This is an optimization exercise on Yosys and OpenROAD, whose aim is small area and a short achievable clock period, not a production implementation.
RTL that was checked went through simulation tests only; none was proved equivalent to the original.

==> flow/design.v <==
module dpram
#(
	parameter NP = 2,
	parameter AW = 1,
	parameter DW = 62
)
(
	input [AW-1:0] sel,
	input [NP*DW-1:0] din,
	output [DW-1:0] dout
);
	assign dout = din[sel*DW +: DW];
endmodule
module data_store
#(
	parameter K = 1,
	parameter W = 31,
	parameter ONEHOT = 0
)
(
	input clk,
	input clr,
	input we,
	input [(K>0?K:1)-1:0] wa,
	input [W-1:0] wd,
	input [(1<<K)-1:0] weo,
	output [(W<<K)-1:0] q
);
	localparam N = 1 << K;
	wire [W-1:0] wdc = {wd[W-1:17], wd[16:0] | {17{clr}}};
	genvar i;
	generate for (i = 0; i < N; i = i + 1) begin: g_node
		reg [W-1:0] v;
		always @(posedge clk)
			if (clr | (ONEHOT ? weo[i] : (we & (K == 0 || wa == i))))
				v <= wdc;
		assign q[i*W +: W] = v;
	end
	endgenerate
endmodule
module sort_node
#(
	parameter W = 31
)
(
	input [W-1:0] x,
	input [W-1:0] c0,
	input [W-1:0] c1,
	output s,
	output swp,
	output [W-1:0] wd
);
	wire g01 = gt17(c1[16:0], c0[16:0]);
	wire g0x = gt17(c0[16:0], x[16:0]);
	wire g1x = gt17(c1[16:0], x[16:0]);
	assign s   = g01;
	assign swp = g01 ? g1x : g0x;
	assign wd  = (g01 & g1x) ? c1 : ((~g01 & g0x) ? c0 : x);
function gt17;
	input [16:0] ga;
	input [16:0] gb;
	integer gi, gl;
	reg [31:0] gg, gs;
	begin
		gg = 32'd0;
		gs = 32'd0;
		for (gi = 0; gi < 17; gi = gi + 1) begin
			gg[gi] = ga[gi] & ~gb[gi];
			gs[gi] = ~ga[gi] & gb[gi];
		end
		for (gl = 16; gl >= 1; gl = gl / 2)
			for (gi = 0; gi < gl; gi = gi + 1) begin
				gg[gi] = gg[2*gi+1] | (~gs[2*gi+1] & gg[2*gi]);
				gs[gi] = gs[2*gi+1] | (~gg[2*gi+1] & gs[2*gi]);
			end
		gt17 = gg[0];
	end
endfunction
endmodule
module heap
#(
	parameter DATA_WIDTH = 32,
	parameter KEY_WIDTH = 16,
	parameter NLEVELS = 5
	)
(
	input clk,
	input rstn,
	input [DATA_WIDTH-1:0] din,
	input en,
	input init,
	input flush,
	output reg [DATA_WIDTH-1:0] dout,
	output reg valid
    );
localparam W = 31;
reg         op0;         
reg [W-1:0] x0;          
reg         init_r;
reg         live;        
reg [5:0]   fcnt;        
reg         fwait;       
wire fop = (fcnt != 6'd0) & ~fwait;
always @(posedge clk or negedge rstn) begin
	if (!rstn) begin
		op0 <= 1'b0;
		init_r <= 1'b0;
		live <= 1'b0;
		fcnt <= 6'd0;
		fwait <= 1'b0;
	end
	else begin
		op0 <= en | fop;
		init_r <= init;
		if (init)
			live <= 1'b1;
		if (flush) begin
			fcnt <= 6'd63;
			fwait <= 1'b0;
		end
		else if (fcnt != 6'd0) begin
			fwait <= ~fwait;
			if (fop)
				fcnt <= fcnt - 6'd1;
		end
	end
end
always @(posedge clk) begin
	if (en | fop) begin
		x0[W-1:17] <= din[29:16];
		x0[16:0]   <= fop ? 17'd0 : {din[15], ~din[15], din[14:0]};
	end
end
wire [W*1-1:0]  l0;
wire [W*2-1:0]  l1;
wire [W*4-1:0]  l2;
wire [W*8-1:0]  l3;
wire [W*16-1:0] l4;
wire [W*32-1:0] l5;
wire         we0, we1, we2;
wire [W-1:0] wd0, wd1, wd2;
reg          a1, a2, a3, a4, a5;
reg  [0:0]   p1;
reg  [1:0]   p2;
reg  [2:0]   p3;
reg  [3:0]   p4;
reg  [4:0]   p5;
reg  [W-1:0] xb, xc;      
wire [W-1:0] x1 = x0;
wire [W-1:0] x2 = xb;
wire [W-1:0] x3 = xb;
wire [W-1:0] x4 = xc;
wire [W-1:0] x5 = xc;
reg          pv3, pv4;
reg  [2:0]   pa3;
reg  [3:0]   pa4;
reg  [W-1:0] pd3, pd4;
data_store #(.K(0)) U_L0 (.clk(clk), .clr(init_r), .we(we0), .wa(1'b0), .wd(wd0), .weo({1{1'b0}}), .q(l0));
data_store #(.K(1)) U_L1 (.clk(clk), .clr(init_r), .we(we1), .wa(p1),   .wd(wd1), .weo({2{1'b0}}), .q(l1));
data_store #(.K(2)) U_L2 (.clk(clk), .clr(init_r), .we(we2), .wa(p2),   .wd(wd2), .weo({4{1'b0}}), .q(l2));
data_store #(.K(3)) U_L3 (.clk(clk), .clr(init_r), .we(pv3), .wa(pa3),  .wd(pd3), .weo({8{1'b0}}), .q(l3));
data_store #(.K(4)) U_L4 (.clk(clk), .clr(init_r), .we(pv4), .wa(pa4),  .wd(pd4), .weo({16{1'b0}}), .q(l4));
data_store #(.K(5), .ONEHOT(1)) U_L5 (.clk(clk), .clr(init_r), .we(a5), .wa(p5), .wd(x5), .weo(we5), .q(l5));
reg  [15:0] e5;
wire [31:0] we5;
genvar i5;
generate for (i5 = 0; i5 < 32; i5 = i5 + 1) begin: g_we5
	assign we5[i5] = a5 & e5[i5/2] & (p5[0] == i5%2);
end
endgenerate
wire gt_rx;
wire s0, swp0;
sort_node U_CR (.x(x0), .c0(x0), .c1(l0), .s(gt_rx), .swp(), .wd());
sort_node U_N0 (.x(x0), .c0(l1[0 +: W]), .c1(l1[W +: W]), .s(s0), .swp(swp0), .wd(wd0));
wire [W-1:0] out = gt_rx ? l0 : x0;
assign we0 = op0 & gt_rx;
always @(posedge clk) begin
	dout <= {2'b00, out[30:17], out[16], out[14:0]};
end
always @(posedge clk or negedge rstn) begin
	if (!rstn)
		valid <= 1'b0;
	else
		valid <= op0 & live & (out[16] ^ out[15]);
end
wire s1, swp1;
wire [2*W-1:0] pr1 = p1[0] ? l2[2*W +: 2*W] : l2[0 +: 2*W];
sort_node U_N1 (.x(x1), .c0(pr1[0 +: W]), .c1(pr1[W +: W]), .s(s1), .swp(swp1), .wd(wd1));
assign we1 = a1;
reg  [4*W-1:0] pf2;
wire [4*W-1:0] rd3r = p1[0] ? l3[4*W +: 4*W] : l3[0 +: 4*W];
wire [4*W-1:0] rd3;
wire h3p = pv3 & (pa3[2] == p1[0]);
genvar j;
generate for (j = 0; j < 4; j = j + 1) begin: g_f3
	assign rd3[j*W +: W] = (h3p & (pa3[1:0] == j)) ? pd3 : rd3r[j*W +: W];
end
endgenerate
wire s2, swp2;
wire [2*W-1:0] q2 = p2[0] ? pf2[2*W +: 2*W] : pf2[0 +: 2*W];
reg  [1:0] hs2;      
wire [W-1:0] c20 = hs2[0] ? pd3 : q2[0 +: W];
wire [W-1:0] c21 = hs2[1] ? pd3 : q2[W +: W];
sort_node U_N2 (.x(x2), .c0(c20), .c1(c21), .s(s2), .swp(swp2), .wd(wd2));
assign we2 = a2;
reg  [4*W-1:0] pf3;
wire [4*W-1:0] rd4r, rd4;
dpram #(.NP(4), .AW(2), .DW(4*W)) U_RD4 (.sel(p2), .din(l4), .dout(rd4r));
wire h4p = pv4 & (pa4[3:2] == p2);
generate for (j = 0; j < 4; j = j + 1) begin: g_f4
	assign rd4[j*W +: W] = (h4p & (pa4[1:0] == j)) ? pd4 : rd4r[j*W +: W];
end
endgenerate
wire s3, swp3;
wire [W-1:0] wd3;
wire [2*W-1:0] q3 = p3[0] ? pf3[2*W +: 2*W] : pf3[0 +: 2*W];
reg  [1:0] hs3;      
wire [W-1:0] c30 = hs3[0] ? pd4 : q3[0 +: W];
wire [W-1:0] c31 = hs3[1] ? pd4 : q3[W +: W];
sort_node U_N3 (.x(x3), .c0(c30), .c1(c31), .s(s3), .swp(swp3), .wd(wd3));
reg  [4*W-1:0] pf4;
wire [4*W-1:0] rd5;
dpram #(.NP(8), .AW(3), .DW(4*W)) U_RD5 (.sel(p3), .din(l5), .dout(rd5));
wire h5 = a5 & (p5[4:2] == p3);
wire [4*W-1:0] rd5f;
generate for (j = 0; j < 4; j = j + 1) begin: g_f5
	assign rd5f[j*W +: W] = (h5 & (p5[1:0] == j)) ? x5 : rd5[j*W +: W];
end
endgenerate
wire s4, swp4;
wire [W-1:0] wd4;
wire [2*W-1:0] q4 = p4[0] ? pf4[2*W +: 2*W] : pf4[0 +: 2*W];
sort_node U_N4 (.x(x4), .c0(q4[0 +: W]), .c1(q4[W +: W]), .s(s4), .swp(swp4), .wd(wd4));
always @(posedge clk or negedge rstn) begin
	if (!rstn) begin
		a1 <= 1'b0;
		a2 <= 1'b0;
		a3 <= 1'b0;
		a4 <= 1'b0;
		a5 <= 1'b0;
		pv3 <= 1'b0;
		pv4 <= 1'b0;
	end
	else begin
		a1 <= op0 & gt_rx & swp0;
		a2 <= a1 & swp1;
		a3 <= a2 & swp2;
		a4 <= a3 & swp3;
		a5 <= a4 & swp4;
		pv3 <= a3;
		pv4 <= a4;
	end
end
always @(posedge clk) begin
	if (a1)
		xb <= x0;
	if (a3)
		xc <= xb;
	p1 <= s0;
	p2 <= {p1, s1};
	p3 <= {p2, s2};
	p4 <= {p3, s3};
	p5 <= {p4, s4};
	pa3 <= p3;
	pa4 <= p4;
	pd3 <= wd3;
	pd4 <= wd4;
	pf2 <= rd3;
	e5 <= 16'd1 << p4;
	hs2[0] <= a3 & (p3[2] == p1[0]) & (p3[1] == s1) & ~p3[0];
	hs2[1] <= a3 & (p3[2] == p1[0]) & (p3[1] == s1) &  p3[0];
	hs3[0] <= a4 & (p4[3:2] == p2) & (p4[1] == s2) & ~p4[0];
	hs3[1] <= a4 & (p4[3:2] == p2) & (p4[1] == s2) &  p4[0];
	pf3 <= rd4;
	pf4 <= rd5f;
end
endmodule
==> flow/config.mk <==
export PLATFORM = sky130hd
export DESIGN_NAME = heap
export DESIGN_NICKNAME = heap
export VERILOG_FILES = /design/flow/design.v
export SDC_FILE = /design/flow/constraint.sdc
export NUM_CORES = 4
export LEC_CHECK = 0
export ABC_AREA = 1
export CAP_MARGIN = 20
export CORE_MARGIN = 2
export CORE_UTILIZATION = 60
export SETUP_SLACK_MARGIN = 5
export SLEW_MARGIN = 20
==> flow/constraint.sdc <==
create_clock -name core_clock -period 8.0 [get_ports {clk}]
set_input_delay 1.6000 -clock core_clock [delete_from_list [all_inputs] [get_ports {clk}]]
set_output_delay 1.6000 -clock core_clock [all_outputs]
set_load 0.01 [all_outputs]
run.sh (not shown) runs the stock make flow with config.mk's settings and CLKGATE_MAP_FILE= SYNTH_SCRIPT=/design/flow/synth_recipe.tcl, a recipe that flattens the netlist after the stock synthesis.
The baseline completed with no timing, DRC or antenna violations.
==> next run, changes <==
CORE_UTILIZATION = 50   (was 60)
Result:
- sequential share of layout area goes down by 0.26 points
- via count is lower by 0.38%
- critical path depth decreases by 9
- worst setup slack improves by 41 ps
- utilization decreases by 11 points
- die area is higher by 20%
- synthesized area does not change
- cell count came out higher by 3.3%

* * *

heap, a different RTL version from the one above (not shown whole).
Size: ~9800 cells after synthesis.
==> flow/config.mk <==
export PLATFORM = sky130hd
export DESIGN_NAME = heap
export DESIGN_NICKNAME = heap
export VERILOG_FILES = /design/flow/design.v
export SDC_FILE = /design/flow/constraint.sdc
export NUM_CORES = 4
export LEC_CHECK = 0
export ABC_AREA = 1
export CAP_MARGIN = 20
export CORE_MARGIN = 2
export CORE_UTILIZATION = 60
export SETUP_SLACK_MARGIN = 5
export SLEW_MARGIN = 20
==> flow/constraint.sdc <==
create_clock -name core_clock -period 8.0 [get_ports {clk}]
set_input_delay 1.6000 -clock core_clock [delete_from_list [all_inputs] [get_ports {clk}]]
set_output_delay 1.6000 -clock core_clock [all_outputs]
set_load 0.01 [all_outputs]
The first run finished clean.
Next try:
==> flow/flow/run.sh (new file) <==
#!/bin/bash
set -euo pipefail
M=6
sed "s/SETUP_SLACK_MARGIN=5 /SETUP_SLACK_MARGIN=$M /" standard.sh > standard_m.sh
grep -q "SETUP_SLACK_MARGIN=$M " standard_m.sh
bash standard_m.sh > standard_m.log 2>&1
==> flow/standard.sh (new file) <==
#!/bin/bash
# synth_recipe.tcl (not shown) runs the flow's synth.tcl, then flattens the netlist and writes it again
# the make line also repeats each setting of config.mk as NAME=value (left out here)
make -C /OpenROAD-flow-scripts/flow DESIGN_CONFIG=/design/flow/config.mk WORK_HOME=/design/flow/orfs CLKGATE_MAP_FILE= SYNTH_SCRIPT=/design/flow/synth_recipe.tcl "${@:-finish}"
removed: flow/run.sh
The new run went through all stages and came out clean. Final area went up by 12%. Synthesized cell count stays the same. Sequential share of layout area went down by 6.3 points. Fmax stays flat. Area after synthesis is unchanged. Worst hold slack gets worse by 25 ps. Routed wire length went up by 20%.

* * *

heap, a different RTL version from the one above (not shown whole).
For scale: roughly 2600 flip-flops, ~70 I/O pins, about 0.10 mm² of cells after synthesis.
==> flow/config.mk <==
export PLATFORM = sky130hd
export DESIGN_NAME = heap
export DESIGN_NICKNAME = heap
export VERILOG_FILES = /design/flow/design.v
export SDC_FILE = /design/flow/constraint.sdc
export NUM_CORES = 4
export LEC_CHECK = 0
export CAP_MARGIN = 20
export CORE_MARGIN = 2
export CORE_UTILIZATION = 40
export SETUP_SLACK_MARGIN = 5
export SLEW_MARGIN = 20
==> flow/constraint.sdc <==
create_clock -name core_clock -period 8.0 [get_ports {clk}]
set_input_delay 1.6000 -clock core_clock [delete_from_list [all_inputs] [get_ports {clk}]]
set_output_delay 1.6000 -clock core_clock [all_outputs]
set_load 0.01 [all_outputs]
Stock flow here: none of the scripts above is used.
The first run completed without violations.
Then changed:
Settings changed: CORE_UTILIZATION 40 to 70.
What happened: Setup slack degrades by 80 ps; die area falls by 43%; design area fell by 2.4%; wire length grows by 1.3%.
Then changed:
Settings changed: CORE_UTILIZATION 70 to 40, SETUP_SLACK_MARGIN 5 to 3.5.
Outcome: Critical path depth goes down by 2. Worst setup slack degrades by 550 ps. Final cell count is higher by roughly a tenth. Synthesized area does not change. Maximum frequency went down by roughly a tenth.

* * *

Setup of the baseline:
heap, a different RTL version from the one above (not shown whole).
For scale: about 5,400 cells after synthesis, about 93,000 µm² of cells after synthesis.
Settings: LEC_CHECK=0, CAP_MARGIN=20, CORE_MARGIN=2, CORE_UTILIZATION=40, SETUP_SLACK_MARGIN=4.5, SLEW_MARGIN=20; clock period 8.0 ns.
The baseline closes out successfully: all stages finished, all timing, DRC and antenna checks passed.
Inputs modified between the baseline and the candidate:
- changing SETUP_SLACK_MARGIN from 4.5 to 3.5
Notes after the runs:
- The candidate completed every stage of the flow, and the final layout passed the timing, DRC and antenna checks.
- Taking the baseline as the reference, in the candidate global-route wire length before repair has decreased; total routed wirelength has decreased; non-clock buffer count in the final layout has decreased; final antenna diode count has increased; cell count has decreased.
- The standard cells in the candidate occupy less silicon area than those in the baseline do.
- Diff the candidate and the baseline: core utilization lower in the candidate
- Delta (the candidate minus the baseline): worst setup slack shows a reduction of 0.10 ns; critical path depth shows an increase of 1.
No functional check of the RTL was part of any run of this note.

* * *

== job 101 ==
Another version of the RTL of heap (not shown whole).
Size: roughly 2300 flip-flops, about 94000 µm² of cells after synthesis.
==> flow/config.mk <==
export PLATFORM = sky130hd
export DESIGN_NAME = heap
export DESIGN_NICKNAME = heap
export VERILOG_FILES = /design/flow/design.v
export SDC_FILE = /design/flow/constraint.sdc
export NUM_CORES = 4
export LEC_CHECK = 0
export ABC_AREA = 1
export CAP_MARGIN = 20
export CORE_MARGIN = 2
export CORE_UTILIZATION = 60
export SETUP_SLACK_MARGIN = 4.5
export SLEW_MARGIN = 20
==> flow/constraint.sdc <==
create_clock -name core_clock -period 8.0 [get_ports {clk}]
set_input_delay 1.6000 -clock core_clock [delete_from_list [all_inputs] [get_ports {clk}]]
set_output_delay 1.6000 -clock core_clock [all_outputs]
set_load 0.01 [all_outputs]
--- input diff job 101..job 102 ---
diff --git a/flow/config.mk b/flow/config.mk
--- a/flow/config.mk
+++ b/flow/config.mk
@@ -11,3 +11,3 @@
 export CORE_UTILIZATION = 60
-export SETUP_SLACK_MARGIN = 4.5
+export SETUP_SLACK_MARGIN = 5
 export SLEW_MARGIN = 20
[summary]
Between job 102 and job 101, it is job 102 whose count of cells resized by post-cts repair is higher, by 497.
| total via count in the routed design | higher: job 102 |
Clock network area share on job 102 is down relative to job 101.
Job 102: flow completed, timing, DRC and antenna clean
On clock buffer count from CTS: job 102 sits below job 101.
Diff job 101 -> job 102: layout clock buffer count -about 3.6%; proportion of cell area occupied by multi-input gates went up; global-route track usage on met3 up 1.3 points; routed wire length saw an increase.
No functional check of the RTL was part of any run of this note.

## re-timing with driven ports
The flow's constraints put no driver on any port. The routed layouts listed below were extracted and timed again, unchanged, in two steps. Step 1, drivers: a clkbuf_16 drives clk and a buf_2 each remaining input, both assumed. Step 2 times the ports against the registers' clock, not the clock port: input delays grow and output delays shrink by t, the midpoint of the rising clock arrivals with the driver on. a / b / c = ideal / step 1 / step 2; a / b = the first two.
run | shift t [ns] | slack for setup (ns) | worst hold slack (ns) | worst setup path after step 2 | latest minus earliest clock arrival (ns)
the first run of note 1 | 1.003 | 4.955 / 4.935 / 4.779 | 0.431 / 0.431 / 0.431 | input to register | 0.067 / 0.067
the second run of note 1 | 1.004 | 4.996 / 4.909 / 4.786 | 0.432 / 0.432 / 0.432 | input to register | 0.062 / 0.062
the first run of note 2 | 1.007 | 4.965 / 4.914 / 4.965 | 0.342 / 0.342 / 0.342 | register to register | 0.056 / 0.056
the second run of note 2 | 1.028 | 4.966 / 4.901 / 4.966 | 0.317 / 0.317 / 0.317 | register to register | 0.079 / 0.079
the first run of note 3 | 1.010 | 4.199 / 4.199 / 4.199 | 0.365 / 0.365 / 0.365 | register to register | 0.079 / 0.079
the second run of note 3 | 0.962 | 4.119 / 4.119 / 4.119 | 0.356 / 0.356 / 0.356 | register to register | 0.054 / 0.054
the third run of note 3 | 0.994 | 3.568 / 3.568 / 3.568 | 0.346 / 0.346 / 0.346 | register to register | 0.069 / 0.069
the baseline | 0.963 | 3.394 / 3.394 / 3.394 | 0.353 / 0.353 / 0.353 | register to register | 0.058 / 0.058
the candidate | 0.941 | 3.290 / 3.290 / 3.290 | 0.324 / 0.324 / 0.324 | register to register | 0.101 / 0.101
job 101 | 0.916 | 4.523 / 4.523 / 4.523 | 0.351 / 0.351 / 0.351 | register to register | 0.048 / 0.048
job 102 | 0.921 | 4.627 / 4.627 / 4.627 | 0.347 / 0.347 / 0.347 | register to register | 0.044 / 0.044
After both steps setup and hold are still met in every run listed. For the second run of note 1, which loses most, drivers alone change the setup slack by -0.087 ns; drivers and shift together by -0.210 ns.
